Source: an optimization exercise on an open RTL-to-GDS flow (aim: small area, a short achievable clock period and few clock cycles per item). Production flows keep margins and buffers that such runs may drop. Only simulation tests tie the RTL to the original design; equivalence was not proved.

===== flow/design.v =====
`timescale 1ns/1ps
module fc_layer #(
    parameter INPUT_SIZE  = 16,
    parameter OUTPUT_SIZE = 8,
    parameter DATA_WIDTH  = 8
)(
    input  logic                          clk,
    input  logic                          reset,
    input  logic                          start,
    output logic                          done,
    input  logic signed [INPUT_SIZE*DATA_WIDTH-1:0]  input_data_flat,
    input  logic signed [OUTPUT_SIZE*INPUT_SIZE*DATA_WIDTH-1:0] weights_flat,
    input  logic signed [OUTPUT_SIZE*DATA_WIDTH-1:0]            bias_flat,
    output logic signed [OUTPUT_SIZE*DATA_WIDTH-1:0] output_data_flat
);
    logic [1:0] k;
    logic       valid;    
    logic       first, last, en;
    assign first = (k == 2'd3);
    assign last  = (k == 2'd0);
    assign en    = !first || start;
    always_ff @(posedge clk or posedge reset) begin
        if (reset) begin
            k     <= 2'd3;
            done  <= 1'b0;
            valid <= 1'b0;
        end else begin
            if (en) k <= k - 2'd1;
            done <= last;
            if (last) valid <= 1'b1;
        end
    end
    logic [15:0] neg, one, two;
    always_comb begin
        for (int j = 0; j < 16; j++) begin
            logic b2, b1, b0;
            case (k)
                2'd3: begin b2 = input_data_flat[8*j+7]; b1 = input_data_flat[8*j+6]; b0 = input_data_flat[8*j+5]; end
                2'd2: begin b2 = input_data_flat[8*j+5]; b1 = input_data_flat[8*j+4]; b0 = input_data_flat[8*j+3]; end
                2'd1: begin b2 = input_data_flat[8*j+3]; b1 = input_data_flat[8*j+2]; b0 = input_data_flat[8*j+1]; end
                default: begin b2 = input_data_flat[8*j+1]; b1 = input_data_flat[8*j+0]; b0 = 1'b0; end
            endcase
            one[j] = b1 ^ b0;
            two[j] = (b2 & !b1 & !b0) | (!b2 & b1 & b0);
            neg[j] = b2 & !(b1 & b0);
        end
    end
    logic [4:0] e;
    fc_popcount u_pc (.n(neg), .e(e));
    localparam logic [15:0] K0 = 16'h02C0;
    logic [15:0] s_q [OUTPUT_SIZE];
    logic [15:0] c_q [OUTPUT_SIZE];
    for (genvar i = 0; i < OUTPUT_SIZE; i++) begin : g_out
        logic [143:0] pp;
        logic [15:0]  as_, ac_, bb, so, co;
        always_comb begin
            for (int j = 0; j < 16; j++) begin
                logic [8:0] w, wn;
                w  = {weights_flat[8*(16*i+j)+7], weights_flat[8*(16*i+j) +: 8]};
                wn = w ^ {9{neg[j]}};
                pp[9*j] = (one[j] & wn[0]) | (two[j] & neg[j]);
                for (int t = 1; t < 9; t++)
                    pp[9*j+t] = (one[j] & wn[t]) | (two[j] & wn[t-1]);
            end
            as_ = first ? K0 : {s_q[i][13:0], 2'b00};
            ac_ = first ? 16'h0000 : {c_q[i][13:0], 2'b00};
            bb  = last ? {{8{bias_flat[8*i+7]}}, bias_flat[8*i +: 8]} : 16'h0000;
        end
        fc_csa u_csa (.pp(pp), .as_(as_), .ac_(ac_), .bb(bb), .e(e), .so(so), .co(co));
        always_ff @(posedge clk) begin
            if (en) begin
                s_q[i] <= so;
                c_q[i] <= co;
            end
        end
        logic [15:0] acc;
        assign acc = s_q[i] + c_q[i];
        always_comb begin
            if (!valid)
                output_data_flat[8*i +: 8] = 8'h00;
            else if (!acc[15] && acc[14:7] != 8'h00)
                output_data_flat[8*i +: 8] = 8'h7f;
            else if (acc[15] && acc[14:7] != 8'hff)
                output_data_flat[8*i +: 8] = 8'h80;
            else
                output_data_flat[8*i +: 8] = acc[7:0];
        end
    end
endmodule
module fc_popcount (
  input  logic [15:0] n,
  output logic [4:0]  e
);
  wire ps1 = n[0] ^ n[1] ^ n[2];
  wire pc2 = (n[0] & n[1]) | (n[0] & n[2]) | (n[1] & n[2]);
  wire ps3 = n[3] ^ n[4] ^ n[5];
  wire pc4 = (n[3] & n[4]) | (n[3] & n[5]) | (n[4] & n[5]);
  wire ps5 = n[6] ^ n[7] ^ n[8];
  wire pc6 = (n[6] & n[7]) | (n[6] & n[8]) | (n[7] & n[8]);
  wire ps7 = n[9] ^ n[10] ^ n[11];
  wire pc8 = (n[9] & n[10]) | (n[9] & n[11]) | (n[10] & n[11]);
  wire ps9 = n[12] ^ n[13] ^ n[14];
  wire pc10 = (n[12] & n[13]) | (n[12] & n[14]) | (n[13] & n[14]);
  wire ps11 = n[15] ^ ps1 ^ ps3;
  wire pc12 = (n[15] & ps1) | (n[15] & ps3) | (ps1 & ps3);
  wire ps13 = ps5 ^ ps7 ^ ps9;
  wire pc14 = (ps5 & ps7) | (ps5 & ps9) | (ps7 & ps9);
  wire ps15 = ps11 ^ ps13;
  wire pc16 = ps11 & ps13;
  wire ps17 = pc2 ^ pc4 ^ pc6;
  wire pc18 = (pc2 & pc4) | (pc2 & pc6) | (pc4 & pc6);
  wire ps19 = pc8 ^ pc10 ^ pc12;
  wire pc20 = (pc8 & pc10) | (pc8 & pc12) | (pc10 & pc12);
  wire ps21 = pc14 ^ ps17 ^ pc16;
  wire pc22 = (pc14 & ps17) | (pc14 & pc16) | (ps17 & pc16);
  wire ps23 = ps19 ^ ps21;
  wire pc24 = ps19 & ps21;
  wire ps25 = pc18 ^ pc20 ^ pc22;
  wire pc26 = (pc18 & pc20) | (pc18 & pc22) | (pc20 & pc22);
  wire ps27 = pc24 ^ ps25;
  wire pc28 = pc24 & ps25;
  wire ps29 = pc26 ^ pc28;
  wire pc30 = pc26 & pc28;
  assign e[0] = ps15;
  assign e[1] = ps23;
  assign e[2] = ps27;
  assign e[3] = ps29;
  assign e[4] = pc30;
endmodule
module fc_csa (
  input  logic [143:0] pp,
  input  logic [15:0]  as_,
  input  logic [15:0]  ac_,
  input  logic [15:0]  bb,
  input  logic [4:0]   e,
  output logic [15:0]  so,
  output logic [15:0]  co
);
  wire ts1 = bb[0] ^ pp[0] ^ pp[9];
  wire tc2 = (bb[0] & pp[0]) | (bb[0] & pp[9]) | (pp[0] & pp[9]);
  wire ts3 = pp[18] ^ pp[27] ^ pp[36];
  wire tc4 = (pp[18] & pp[27]) | (pp[18] & pp[36]) | (pp[27] & pp[36]);
  wire ts5 = pp[45] ^ pp[54] ^ pp[63];
  wire tc6 = (pp[45] & pp[54]) | (pp[45] & pp[63]) | (pp[54] & pp[63]);
  wire ts7 = pp[72] ^ pp[81] ^ pp[90];
  wire tc8 = (pp[72] & pp[81]) | (pp[72] & pp[90]) | (pp[81] & pp[90]);
  wire ts9 = pp[99] ^ pp[108] ^ pp[117];
  wire tc10 = (pp[99] & pp[108]) | (pp[99] & pp[117]) | (pp[108] & pp[117]);
  wire ts11 = pp[126] ^ pp[135] ^ ts1;
  wire tc12 = (pp[126] & pp[135]) | (pp[126] & ts1) | (pp[135] & ts1);
  wire ts13 = ts3 ^ ts5 ^ ts7;
  wire tc14 = (ts3 & ts5) | (ts3 & ts7) | (ts5 & ts7);
  wire ts15 = ts9 ^ ts11 ^ ts13;
  wire tc16 = (ts9 & ts11) | (ts9 & ts13) | (ts11 & ts13);
  wire ts17 = bb[1] ^ pp[1] ^ pp[10];
  wire tc18 = (bb[1] & pp[1]) | (bb[1] & pp[10]) | (pp[1] & pp[10]);
  wire ts19 = pp[19] ^ pp[28] ^ pp[37];
  wire tc20 = (pp[19] & pp[28]) | (pp[19] & pp[37]) | (pp[28] & pp[37]);
  wire ts21 = pp[46] ^ pp[55] ^ pp[64];
  wire tc22 = (pp[46] & pp[55]) | (pp[46] & pp[64]) | (pp[55] & pp[64]);
  wire ts23 = pp[73] ^ pp[82] ^ pp[91];
  wire tc24 = (pp[73] & pp[82]) | (pp[73] & pp[91]) | (pp[82] & pp[91]);
  wire ts25 = pp[100] ^ pp[109] ^ pp[118];
  wire tc26 = (pp[100] & pp[109]) | (pp[100] & pp[118]) | (pp[109] & pp[118]);
  wire ts27 = pp[127] ^ pp[136] ^ tc2;
  wire tc28 = (pp[127] & pp[136]) | (pp[127] & tc2) | (pp[136] & tc2);
  wire ts29 = tc4 ^ tc6 ^ tc8;
  wire tc30 = (tc4 & tc6) | (tc4 & tc8) | (tc6 & tc8);
  wire ts31 = tc10 ^ ts17 ^ ts19;
  wire tc32 = (tc10 & ts17) | (tc10 & ts19) | (ts17 & ts19);
  wire ts33 = ts21 ^ ts23 ^ ts25;
  wire tc34 = (ts21 & ts23) | (ts21 & ts25) | (ts23 & ts25);
  wire ts35 = tc12 ^ tc14 ^ ts27;
  wire tc36 = (tc12 & tc14) | (tc12 & ts27) | (tc14 & ts27);
  wire ts37 = ts29 ^ ts31 ^ ts33;
  wire tc38 = (ts29 & ts31) | (ts29 & ts33) | (ts31 & ts33);
  wire ts39 = tc16 ^ ts35 ^ ts37;
  wire tc40 = (tc16 & ts35) | (tc16 & ts37) | (ts35 & ts37);
  wire ts41 = as_[2] ^ ac_[2] ^ bb[2];
  wire tc42 = (as_[2] & ac_[2]) | (as_[2] & bb[2]) | (ac_[2] & bb[2]);
  wire ts43 = pp[2] ^ pp[11] ^ pp[20];
  wire tc44 = (pp[2] & pp[11]) | (pp[2] & pp[20]) | (pp[11] & pp[20]);
  wire ts45 = pp[29] ^ pp[38] ^ pp[47];
  wire tc46 = (pp[29] & pp[38]) | (pp[29] & pp[47]) | (pp[38] & pp[47]);
  wire ts47 = pp[56] ^ pp[65] ^ pp[74];
  wire tc48 = (pp[56] & pp[65]) | (pp[56] & pp[74]) | (pp[65] & pp[74]);
  wire ts49 = pp[83] ^ pp[92] ^ pp[101];
  wire tc50 = (pp[83] & pp[92]) | (pp[83] & pp[101]) | (pp[92] & pp[101]);
  wire ts51 = pp[110] ^ pp[119] ^ pp[128];
  wire tc52 = (pp[110] & pp[119]) | (pp[110] & pp[128]) | (pp[119] & pp[128]);
  wire ts53 = pp[137] ^ ts41 ^ tc18;
  wire tc54 = (pp[137] & ts41) | (pp[137] & tc18) | (ts41 & tc18);
  wire ts55 = tc20 ^ tc22 ^ tc24;
  wire tc56 = (tc20 & tc22) | (tc20 & tc24) | (tc22 & tc24);
  wire ts57 = tc26 ^ ts43 ^ ts45;
  wire tc58 = (tc26 & ts43) | (tc26 & ts45) | (ts43 & ts45);
  wire ts59 = ts47 ^ ts49 ^ ts51;
  wire tc60 = (ts47 & ts49) | (ts47 & ts51) | (ts49 & ts51);
  wire ts61 = tc28 ^ tc30 ^ tc32;
  wire tc62 = (tc28 & tc30) | (tc28 & tc32) | (tc30 & tc32);
  wire ts63 = tc34 ^ ts53 ^ ts55;
  wire tc64 = (tc34 & ts53) | (tc34 & ts55) | (ts53 & ts55);
  wire ts65 = ts57 ^ ts59 ^ tc36;
  wire tc66 = (ts57 & ts59) | (ts57 & tc36) | (ts59 & tc36);
  wire ts67 = tc38 ^ ts61 ^ ts63;
  wire tc68 = (tc38 & ts61) | (tc38 & ts63) | (ts61 & ts63);
  wire ts69 = ts65 ^ tc40 ^ ts67;
  wire tc70 = (ts65 & tc40) | (ts65 & ts67) | (tc40 & ts67);
  wire ts71 = as_[3] ^ ac_[3] ^ bb[3];
  wire tc72 = (as_[3] & ac_[3]) | (as_[3] & bb[3]) | (ac_[3] & bb[3]);
  wire ts73 = tc42 ^ pp[3] ^ pp[12];
  wire tc74 = (tc42 & pp[3]) | (tc42 & pp[12]) | (pp[3] & pp[12]);
  wire ts75 = pp[21] ^ pp[30] ^ pp[39];
  wire tc76 = (pp[21] & pp[30]) | (pp[21] & pp[39]) | (pp[30] & pp[39]);
  wire ts77 = pp[48] ^ pp[57] ^ pp[66];
  wire tc78 = (pp[48] & pp[57]) | (pp[48] & pp[66]) | (pp[57] & pp[66]);
  wire ts79 = pp[75] ^ pp[84] ^ pp[93];
  wire tc80 = (pp[75] & pp[84]) | (pp[75] & pp[93]) | (pp[84] & pp[93]);
  wire ts81 = pp[102] ^ pp[111] ^ pp[120];
  wire tc82 = (pp[102] & pp[111]) | (pp[102] & pp[120]) | (pp[111] & pp[120]);
  wire ts83 = pp[129] ^ pp[138] ^ ts71;
  wire tc84 = (pp[129] & pp[138]) | (pp[129] & ts71) | (pp[138] & ts71);
  wire ts85 = tc44 ^ tc46 ^ tc48;
  wire tc86 = (tc44 & tc46) | (tc44 & tc48) | (tc46 & tc48);
  wire ts87 = tc50 ^ tc52 ^ ts73;
  wire tc88 = (tc50 & tc52) | (tc50 & ts73) | (tc52 & ts73);
  wire ts89 = ts75 ^ ts77 ^ ts79;
  wire tc90 = (ts75 & ts77) | (ts75 & ts79) | (ts77 & ts79);
  wire ts91 = ts81 ^ ts83 ^ tc54;
  wire tc92 = (ts81 & ts83) | (ts81 & tc54) | (ts83 & tc54);
  wire ts93 = tc56 ^ tc58 ^ tc60;
  wire tc94 = (tc56 & tc58) | (tc56 & tc60) | (tc58 & tc60);
  wire ts95 = ts85 ^ ts87 ^ ts89;
  wire tc96 = (ts85 & ts87) | (ts85 & ts89) | (ts87 & ts89);
  wire ts97 = tc62 ^ tc64 ^ ts91;
  wire tc98 = (tc62 & tc64) | (tc62 & ts91) | (tc64 & ts91);
  wire ts99 = ts93 ^ ts95 ^ tc66;
  wire tc100 = (ts93 & ts95) | (ts93 & tc66) | (ts95 & tc66);
  wire ts101 = tc68 ^ ts97 ^ ts99;
  wire tc102 = (tc68 & ts97) | (tc68 & ts99) | (ts97 & ts99);
  wire ts103 = tc70 ^ e[3];
  wire tc104 = tc70 & e[3];
  wire ts105 = as_[4] ^ ac_[4] ^ bb[4];
  wire tc106 = (as_[4] & ac_[4]) | (as_[4] & bb[4]) | (ac_[4] & bb[4]);
  wire ts107 = tc72 ^ pp[4] ^ pp[13];
  wire tc108 = (tc72 & pp[4]) | (tc72 & pp[13]) | (pp[4] & pp[13]);
  wire ts109 = pp[22] ^ pp[31] ^ pp[40];
  wire tc110 = (pp[22] & pp[31]) | (pp[22] & pp[40]) | (pp[31] & pp[40]);
  wire ts111 = pp[49] ^ pp[58] ^ pp[67];
  wire tc112 = (pp[49] & pp[58]) | (pp[49] & pp[67]) | (pp[58] & pp[67]);
  wire ts113 = pp[76] ^ pp[85] ^ pp[94];
  wire tc114 = (pp[76] & pp[85]) | (pp[76] & pp[94]) | (pp[85] & pp[94]);
  wire ts115 = pp[103] ^ pp[112] ^ pp[121];
  wire tc116 = (pp[103] & pp[112]) | (pp[103] & pp[121]) | (pp[112] & pp[121]);
  wire ts117 = pp[130] ^ pp[139] ^ ts105;
  wire tc118 = (pp[130] & pp[139]) | (pp[130] & ts105) | (pp[139] & ts105);
  wire ts119 = tc74 ^ tc76 ^ tc78;
  wire tc120 = (tc74 & tc76) | (tc74 & tc78) | (tc76 & tc78);
  wire ts121 = tc80 ^ tc82 ^ tc84;
  wire tc122 = (tc80 & tc82) | (tc80 & tc84) | (tc82 & tc84);
  wire ts123 = ts107 ^ ts109 ^ ts111;
  wire tc124 = (ts107 & ts109) | (ts107 & ts111) | (ts109 & ts111);
  wire ts125 = ts113 ^ ts115 ^ ts117;
  wire tc126 = (ts113 & ts115) | (ts113 & ts117) | (ts115 & ts117);
  wire ts127 = tc86 ^ tc88 ^ tc90;
  wire tc128 = (tc86 & tc88) | (tc86 & tc90) | (tc88 & tc90);
  wire ts129 = ts119 ^ ts121 ^ ts123;
  wire tc130 = (ts119 & ts121) | (ts119 & ts123) | (ts121 & ts123);
  wire ts131 = ts125 ^ tc92 ^ tc94;
  wire tc132 = (ts125 & tc92) | (ts125 & tc94) | (tc92 & tc94);
  wire ts133 = tc96 ^ ts127 ^ ts129;
  wire tc134 = (tc96 & ts127) | (tc96 & ts129) | (ts127 & ts129);
  wire ts135 = tc98 ^ ts131 ^ ts133;
  wire tc136 = (tc98 & ts131) | (tc98 & ts133) | (ts131 & ts133);
  wire ts137 = tc100 ^ ts135 ^ e[4];
  wire tc138 = (tc100 & ts135) | (tc100 & e[4]) | (ts135 & e[4]);
  wire ts139 = tc102 ^ tc104;
  wire tc140 = tc102 & tc104;
  wire ts141 = as_[5] ^ ac_[5] ^ bb[5];
  wire tc142 = (as_[5] & ac_[5]) | (as_[5] & bb[5]) | (ac_[5] & bb[5]);
  wire ts143 = tc106 ^ pp[5] ^ pp[14];
  wire tc144 = (tc106 & pp[5]) | (tc106 & pp[14]) | (pp[5] & pp[14]);
  wire ts145 = pp[23] ^ pp[32] ^ pp[41];
  wire tc146 = (pp[23] & pp[32]) | (pp[23] & pp[41]) | (pp[32] & pp[41]);
  wire ts147 = pp[50] ^ pp[59] ^ pp[68];
  wire tc148 = (pp[50] & pp[59]) | (pp[50] & pp[68]) | (pp[59] & pp[68]);
  wire ts149 = pp[77] ^ pp[86] ^ pp[95];
  wire tc150 = (pp[77] & pp[86]) | (pp[77] & pp[95]) | (pp[86] & pp[95]);
  wire ts151 = pp[104] ^ pp[113] ^ pp[122];
  wire tc152 = (pp[104] & pp[113]) | (pp[104] & pp[122]) | (pp[113] & pp[122]);
  wire ts153 = pp[131] ^ pp[140] ^ ts141;
  wire tc154 = (pp[131] & pp[140]) | (pp[131] & ts141) | (pp[140] & ts141);
  wire ts155 = tc108 ^ tc110 ^ tc112;
  wire tc156 = (tc108 & tc110) | (tc108 & tc112) | (tc110 & tc112);
  wire ts157 = tc114 ^ tc116 ^ tc118;
  wire tc158 = (tc114 & tc116) | (tc114 & tc118) | (tc116 & tc118);
  wire ts159 = ts143 ^ ts145 ^ ts147;
  wire tc160 = (ts143 & ts145) | (ts143 & ts147) | (ts145 & ts147);
  wire ts161 = ts149 ^ ts151 ^ ts153;
  wire tc162 = (ts149 & ts151) | (ts149 & ts153) | (ts151 & ts153);
  wire ts163 = tc120 ^ tc122 ^ tc124;
  wire tc164 = (tc120 & tc122) | (tc120 & tc124) | (tc122 & tc124);
  wire ts165 = tc126 ^ ts155 ^ ts157;
  wire tc166 = (tc126 & ts155) | (tc126 & ts157) | (ts155 & ts157);
  wire ts167 = ts159 ^ ts161 ^ tc128;
  wire tc168 = (ts159 & ts161) | (ts159 & tc128) | (ts161 & tc128);
  wire ts169 = tc130 ^ ts163 ^ ts165;
  wire tc170 = (tc130 & ts163) | (tc130 & ts165) | (ts163 & ts165);
  wire ts171 = tc132 ^ ts167 ^ tc134;
  wire tc172 = (tc132 & ts167) | (tc132 & tc134) | (ts167 & tc134);
  wire ts173 = ts169 ^ tc136 ^ ts171;
  wire tc174 = (ts169 & tc136) | (ts169 & ts171) | (tc136 & ts171);
  wire ts175 = ts173 ^ tc138;
  wire tc176 = ts173 & tc138;
  wire ts177 = as_[6] ^ ac_[6] ^ bb[6];
  wire tc178 = (as_[6] & ac_[6]) | (as_[6] & bb[6]) | (ac_[6] & bb[6]);
  wire ts179 = tc142 ^ pp[6] ^ pp[15];
  wire tc180 = (tc142 & pp[6]) | (tc142 & pp[15]) | (pp[6] & pp[15]);
  wire ts181 = pp[24] ^ pp[33] ^ pp[42];
  wire tc182 = (pp[24] & pp[33]) | (pp[24] & pp[42]) | (pp[33] & pp[42]);
  wire ts183 = pp[51] ^ pp[60] ^ pp[69];
  wire tc184 = (pp[51] & pp[60]) | (pp[51] & pp[69]) | (pp[60] & pp[69]);
  wire ts185 = pp[78] ^ pp[87] ^ pp[96];
  wire tc186 = (pp[78] & pp[87]) | (pp[78] & pp[96]) | (pp[87] & pp[96]);
  wire ts187 = pp[105] ^ pp[114] ^ pp[123];
  wire tc188 = (pp[105] & pp[114]) | (pp[105] & pp[123]) | (pp[114] & pp[123]);
  wire ts189 = pp[132] ^ pp[141] ^ ts177;
  wire tc190 = (pp[132] & pp[141]) | (pp[132] & ts177) | (pp[141] & ts177);
  wire ts191 = tc144 ^ tc146 ^ tc148;
  wire tc192 = (tc144 & tc146) | (tc144 & tc148) | (tc146 & tc148);
  wire ts193 = tc150 ^ tc152 ^ tc154;
  wire tc194 = (tc150 & tc152) | (tc150 & tc154) | (tc152 & tc154);
  wire ts195 = ts179 ^ ts181 ^ ts183;
  wire tc196 = (ts179 & ts181) | (ts179 & ts183) | (ts181 & ts183);
  wire ts197 = ts185 ^ ts187 ^ ts189;
  wire tc198 = (ts185 & ts187) | (ts185 & ts189) | (ts187 & ts189);
  wire ts199 = tc156 ^ tc158 ^ tc160;
  wire tc200 = (tc156 & tc158) | (tc156 & tc160) | (tc158 & tc160);
  wire ts201 = tc162 ^ ts191 ^ ts193;
  wire tc202 = (tc162 & ts191) | (tc162 & ts193) | (ts191 & ts193);
  wire ts203 = ts195 ^ ts197 ^ tc164;
  wire tc204 = (ts195 & ts197) | (ts195 & tc164) | (ts197 & tc164);
  wire ts205 = tc166 ^ ts199 ^ ts201;
  wire tc206 = (tc166 & ts199) | (tc166 & ts201) | (ts199 & ts201);
  wire ts207 = tc168 ^ tc170 ^ ts203;
  wire tc208 = (tc168 & tc170) | (tc168 & ts203) | (tc170 & ts203);
  wire ts209 = ts205 ^ tc172 ^ ts207;
  wire tc210 = (ts205 & tc172) | (ts205 & ts207) | (tc172 & ts207);
  wire ts211 = ts209 ^ tc174;
  wire tc212 = ts209 & tc174;
  wire ts213 = as_[7] ^ ac_[7] ^ bb[7];
  wire tc214 = (as_[7] & ac_[7]) | (as_[7] & bb[7]) | (ac_[7] & bb[7]);
  wire ts215 = tc178 ^ pp[7] ^ pp[16];
  wire tc216 = (tc178 & pp[7]) | (tc178 & pp[16]) | (pp[7] & pp[16]);
  wire ts217 = pp[25] ^ pp[34] ^ pp[43];
  wire tc218 = (pp[25] & pp[34]) | (pp[25] & pp[43]) | (pp[34] & pp[43]);
  wire ts219 = pp[52] ^ pp[61] ^ pp[70];
  wire tc220 = (pp[52] & pp[61]) | (pp[52] & pp[70]) | (pp[61] & pp[70]);
  wire ts221 = pp[79] ^ pp[88] ^ pp[97];
  wire tc222 = (pp[79] & pp[88]) | (pp[79] & pp[97]) | (pp[88] & pp[97]);
  wire ts223 = pp[106] ^ pp[115] ^ pp[124];
  wire tc224 = (pp[106] & pp[115]) | (pp[106] & pp[124]) | (pp[115] & pp[124]);
  wire ts225 = pp[133] ^ pp[142] ^ ts213;
  wire tc226 = (pp[133] & pp[142]) | (pp[133] & ts213) | (pp[142] & ts213);
  wire ts227 = tc180 ^ tc182 ^ tc184;
  wire tc228 = (tc180 & tc182) | (tc180 & tc184) | (tc182 & tc184);
  wire ts229 = tc186 ^ tc188 ^ tc190;
  wire tc230 = (tc186 & tc188) | (tc186 & tc190) | (tc188 & tc190);
  wire ts231 = ts215 ^ ts217 ^ ts219;
  wire tc232 = (ts215 & ts217) | (ts215 & ts219) | (ts217 & ts219);
  wire ts233 = ts221 ^ ts223 ^ ts225;
  wire tc234 = (ts221 & ts223) | (ts221 & ts225) | (ts223 & ts225);
  wire ts235 = tc192 ^ tc194 ^ tc196;
  wire tc236 = (tc192 & tc194) | (tc192 & tc196) | (tc194 & tc196);
  wire ts237 = tc198 ^ ts227 ^ ts229;
  wire tc238 = (tc198 & ts227) | (tc198 & ts229) | (ts227 & ts229);
  wire ts239 = ts231 ^ ts233 ^ tc200;
  wire tc240 = (ts231 & ts233) | (ts231 & tc200) | (ts233 & tc200);
  wire ts241 = tc202 ^ ts235 ^ ts237;
  wire tc242 = (tc202 & ts235) | (tc202 & ts237) | (ts235 & ts237);
  wire ts243 = tc204 ^ tc206 ^ ts239;
  wire tc244 = (tc204 & tc206) | (tc204 & ts239) | (tc206 & ts239);
  wire ts245 = ts241 ^ tc208 ^ ts243;
  wire tc246 = (ts241 & tc208) | (ts241 & ts243) | (tc208 & ts243);
  wire ts247 = tc210 ^ ts245;
  wire tc248 = tc210 & ts245;
  wire ts249 = as_[8] ^ ac_[8] ^ bb[8];
  wire tc250 = (as_[8] & ac_[8]) | (as_[8] & bb[8]) | (ac_[8] & bb[8]);
  wire ts251 = tc214 ^ ~pp[8] ^ ~pp[17];
  wire tc252 = (tc214 & ~pp[8]) | (tc214 & ~pp[17]) | (~pp[8] & ~pp[17]);
  wire ts253 = ~pp[26] ^ ~pp[35] ^ ~pp[44];
  wire tc254 = (~pp[26] & ~pp[35]) | (~pp[26] & ~pp[44]) | (~pp[35] & ~pp[44]);
  wire ts255 = ~pp[53] ^ ~pp[62] ^ ~pp[71];
  wire tc256 = (~pp[53] & ~pp[62]) | (~pp[53] & ~pp[71]) | (~pp[62] & ~pp[71]);
  wire ts257 = ~pp[80] ^ ~pp[89] ^ ~pp[98];
  wire tc258 = (~pp[80] & ~pp[89]) | (~pp[80] & ~pp[98]) | (~pp[89] & ~pp[98]);
  wire ts259 = ~pp[107] ^ ~pp[116] ^ ~pp[125];
  wire tc260 = (~pp[107] & ~pp[116]) | (~pp[107] & ~pp[125]) | (~pp[116] & ~pp[125]);
  wire ts261 = ~pp[134] ^ ~pp[143] ^ ts249;
  wire tc262 = (~pp[134] & ~pp[143]) | (~pp[134] & ts249) | (~pp[143] & ts249);
  wire ts263 = tc216 ^ tc218 ^ tc220;
  wire tc264 = (tc216 & tc218) | (tc216 & tc220) | (tc218 & tc220);
  wire ts265 = tc222 ^ tc224 ^ tc226;
  wire tc266 = (tc222 & tc224) | (tc222 & tc226) | (tc224 & tc226);
  wire ts267 = ts251 ^ ts253 ^ ts255;
  wire tc268 = (ts251 & ts253) | (ts251 & ts255) | (ts253 & ts255);
  wire ts269 = ts257 ^ ts259 ^ ts261;
  wire tc270 = (ts257 & ts259) | (ts257 & ts261) | (ts259 & ts261);
  wire ts271 = tc228 ^ tc230 ^ tc232;
  wire tc272 = (tc228 & tc230) | (tc228 & tc232) | (tc230 & tc232);
  wire ts273 = tc234 ^ ts263 ^ ts265;
  wire tc274 = (tc234 & ts263) | (tc234 & ts265) | (ts263 & ts265);
  wire ts275 = ts267 ^ ts269 ^ tc236;
  wire tc276 = (ts267 & ts269) | (ts267 & tc236) | (ts269 & tc236);
  wire ts277 = tc238 ^ ts271 ^ ts273;
  wire tc278 = (tc238 & ts271) | (tc238 & ts273) | (ts271 & ts273);
  wire ts279 = tc240 ^ tc242 ^ ts275;
  wire tc280 = (tc240 & tc242) | (tc240 & ts275) | (tc242 & ts275);
  wire ts281 = ts277 ^ tc244 ^ ts279;
  wire tc282 = (ts277 & tc244) | (ts277 & ts279) | (tc244 & ts279);
  wire ts283 = tc246 ^ ts281;
  wire tc284 = tc246 & ts281;
  wire ts285 = as_[9] ^ ac_[9] ^ bb[9];
  wire tc286 = (as_[9] & ac_[9]) | (as_[9] & bb[9]) | (ac_[9] & bb[9]);
  wire ts287 = tc250 ^ ts285 ^ tc252;
  wire tc288 = (tc250 & ts285) | (tc250 & tc252) | (ts285 & tc252);
  wire ts289 = tc254 ^ tc256 ^ tc258;
  wire tc290 = (tc254 & tc256) | (tc254 & tc258) | (tc256 & tc258);
  wire ts291 = tc260 ^ tc262 ^ tc264;
  wire tc292 = (tc260 & tc262) | (tc260 & tc264) | (tc262 & tc264);
  wire ts293 = tc266 ^ tc268 ^ tc270;
  wire tc294 = (tc266 & tc268) | (tc266 & tc270) | (tc268 & tc270);
  wire ts295 = ts287 ^ ts289 ^ tc272;
  wire tc296 = (ts287 & ts289) | (ts287 & tc272) | (ts289 & tc272);
  wire ts297 = tc274 ^ ts291 ^ ts293;
  wire tc298 = (tc274 & ts291) | (tc274 & ts293) | (ts291 & ts293);
  wire ts299 = tc276 ^ tc278 ^ ts295;
  wire tc300 = (tc276 & tc278) | (tc276 & ts295) | (tc278 & ts295);
  wire ts301 = ts297 ^ tc280 ^ ts299;
  wire tc302 = (ts297 & tc280) | (ts297 & ts299) | (tc280 & ts299);
  wire ts303 = tc282 ^ ts301;
  wire tc304 = tc282 & ts301;
  wire ts305 = as_[10] ^ ac_[10] ^ bb[10];
  wire tc306 = (as_[10] & ac_[10]) | (as_[10] & bb[10]) | (ac_[10] & bb[10]);
  wire ts307 = tc286 ^ ts305 ^ tc288;
  wire tc308 = (tc286 & ts305) | (tc286 & tc288) | (ts305 & tc288);
  wire ts309 = tc290 ^ tc292 ^ tc294;
  wire tc310 = (tc290 & tc292) | (tc290 & tc294) | (tc292 & tc294);
  wire ts311 = ts307 ^ tc296 ^ tc298;
  wire tc312 = (ts307 & tc296) | (ts307 & tc298) | (tc296 & tc298);
  wire ts313 = ts309 ^ tc300 ^ ts311;
  wire tc314 = (ts309 & tc300) | (ts309 & ts311) | (tc300 & ts311);
  wire ts315 = tc302 ^ ts313;
  wire tc316 = tc302 & ts313;
  wire ts317 = as_[11] ^ ac_[11] ^ bb[11];
  wire tc318 = (as_[11] & ac_[11]) | (as_[11] & bb[11]) | (ac_[11] & bb[11]);
  wire ts319 = tc306 ^ ts317 ^ tc308;
  wire tc320 = (tc306 & ts317) | (tc306 & tc308) | (ts317 & tc308);
  wire ts321 = tc310 ^ ts319 ^ tc312;
  wire tc322 = (tc310 & ts319) | (tc310 & tc312) | (ts319 & tc312);
  wire ts323 = tc314 ^ ts321;
  wire tc324 = tc314 & ts321;
  wire ts325 = as_[12] ^ ac_[12] ^ bb[12];
  wire tc326 = (as_[12] & ac_[12]) | (as_[12] & bb[12]) | (ac_[12] & bb[12]);
  wire ts327 = tc318 ^ ts325 ^ tc320;
  wire tc328 = (tc318 & ts325) | (tc318 & tc320) | (ts325 & tc320);
  wire ts329 = ts327 ^ tc322;
  wire tc330 = ts327 & tc322;
  wire ts331 = as_[13] ^ ac_[13] ^ bb[13];
  wire tc332 = (as_[13] & ac_[13]) | (as_[13] & bb[13]) | (ac_[13] & bb[13]);
  wire ts333 = tc326 ^ ts331 ^ tc328;
  wire tc334 = (tc326 & ts331) | (tc326 & tc328) | (ts331 & tc328);
  wire ts335 = as_[14] ^ ac_[14] ^ bb[14];
  wire tc336 = (as_[14] & ac_[14]) | (as_[14] & bb[14]) | (ac_[14] & bb[14]);
  wire ts337 = tc332 ^ ts335;
  wire tc338 = tc332 & ts335;
  wire ts339 = as_[15] ^ ac_[15] ^ bb[15];
  wire ts340 = tc336 ^ ts339;
  assign so[0] = e[0];
  assign co[0] = ts15;
  assign so[1] = e[1];
  assign co[1] = ts39;
  assign so[2] = e[2];
  assign co[2] = ts69;
  assign so[3] = ts101;
  assign co[3] = ts103;
  assign so[4] = ts137;
  assign co[4] = ts139;
  assign so[5] = tc140;
  assign co[5] = ts175;
  assign so[6] = tc176;
  assign co[6] = ts211;
  assign so[7] = tc212;
  assign co[7] = ts247;
  assign so[8] = tc248;
  assign co[8] = ts283;
  assign so[9] = tc284;
  assign co[9] = ts303;
  assign so[10] = tc304;
  assign co[10] = ts315;
  assign so[11] = tc316;
  assign co[11] = ts323;
  assign so[12] = tc324;
  assign co[12] = ts329;
  assign so[13] = tc330;
  assign co[13] = ts333;
  assign so[14] = tc334;
  assign co[14] = ts337;
  assign so[15] = tc338;
  assign co[15] = ts340;
endmodule

===== flow/run.sh =====
#!/bin/bash
# synth_recipe.tcl (not shown) runs the flow's synth.tcl, then flattens the netlist and writes it again
# the make line also repeats each setting of config.mk as NAME=value (left out here)
make -C /OpenROAD-flow-scripts/flow DESIGN_CONFIG=/design/flow/config.mk WORK_HOME=/design/flow/orfs CLKGATE_MAP_FILE= SYNTH_SCRIPT=/design/flow/synth_recipe.tcl finish

===== flow/config.mk =====
export PLATFORM = sky130hd
export DESIGN_NAME = fc_layer
export DESIGN_NICKNAME = fc_layer
export VERILOG_FILES = /design/flow/design.v
export SDC_FILE = /design/flow/constraint.sdc
export NUM_CORES = 4
export LEC_CHECK = 0
export CAP_MARGIN = 20
export CORE_AREA = 5 5 315 315
export DIE_AREA = 0 0 320 320
export SLEW_MARGIN = 20

===== flow/constraint.sdc =====
create_clock -name core_clock -period 10.0 [get_ports {clk}]
set_input_delay 2.0000 -clock core_clock [delete_from_list [all_inputs] [get_ports {clk}]]
set_output_delay 2.0000 -clock core_clock [all_outputs]
set_load 0.01 [all_outputs]

==> reports/results.tsv <==
metric	value	unit
rows	113	
synth_top_family_by_area	adder cells	
start_util	70.97	%
die_y	320	um
syn_nets	9865	
synth_seq_area_share	10.60	%
ys_warn_count	3	
synthCells	7131	
error	[ERROR PPL-0024] Number of IO pins (1284) exceeds maximum number of available positions (1154). Increase the die perimeter from 1280.00um to 1746.24um.	
synthXorXnorAreaFrac	14.98	%
synth-edff-count	235	
stop_stage	I/O pin placement (3_2_place_iop)	
yosysTopAreaCell	fa_1	
synthAdderAreaFrac	42.33	%
synth_flop_cell	edfxtp_1	
yosys.area.top_type_share	38.04	%
synth_common_cells	fa_1, inv_1, xor2_1	
ys_types	98	
synth-compound-area-share	15.24	%
synthSimpleGateAreaFrac	7.293	%
synthMuxAreaShare	0.1445	%
synth_area_leaders	fa_1, edfxtp_1, xor2_1, xnor2_1, inv_1	
synth-seq-cells	239	
status	stopped before the end	
yosysMostFrequentCell	fa_1	
die_w	320	um
syn_area	67530	sq um
async_flop_share	1.674	%
syn_area_per_cell	9.470	sq um
==> kinds of logic after synthesis <==
logic type,Yosys count
buffers and inverters,1627
AND/OR/NAND/NOR,1045
XOR/XNOR,1154
multiplexers,9
flip-flops,239
adder cells (fa/ha/maj),1515
AO/OA/AOI/OAI,1542
Testbench counts, summed over its fixed seeds: cycles 1,920, inferences 384.
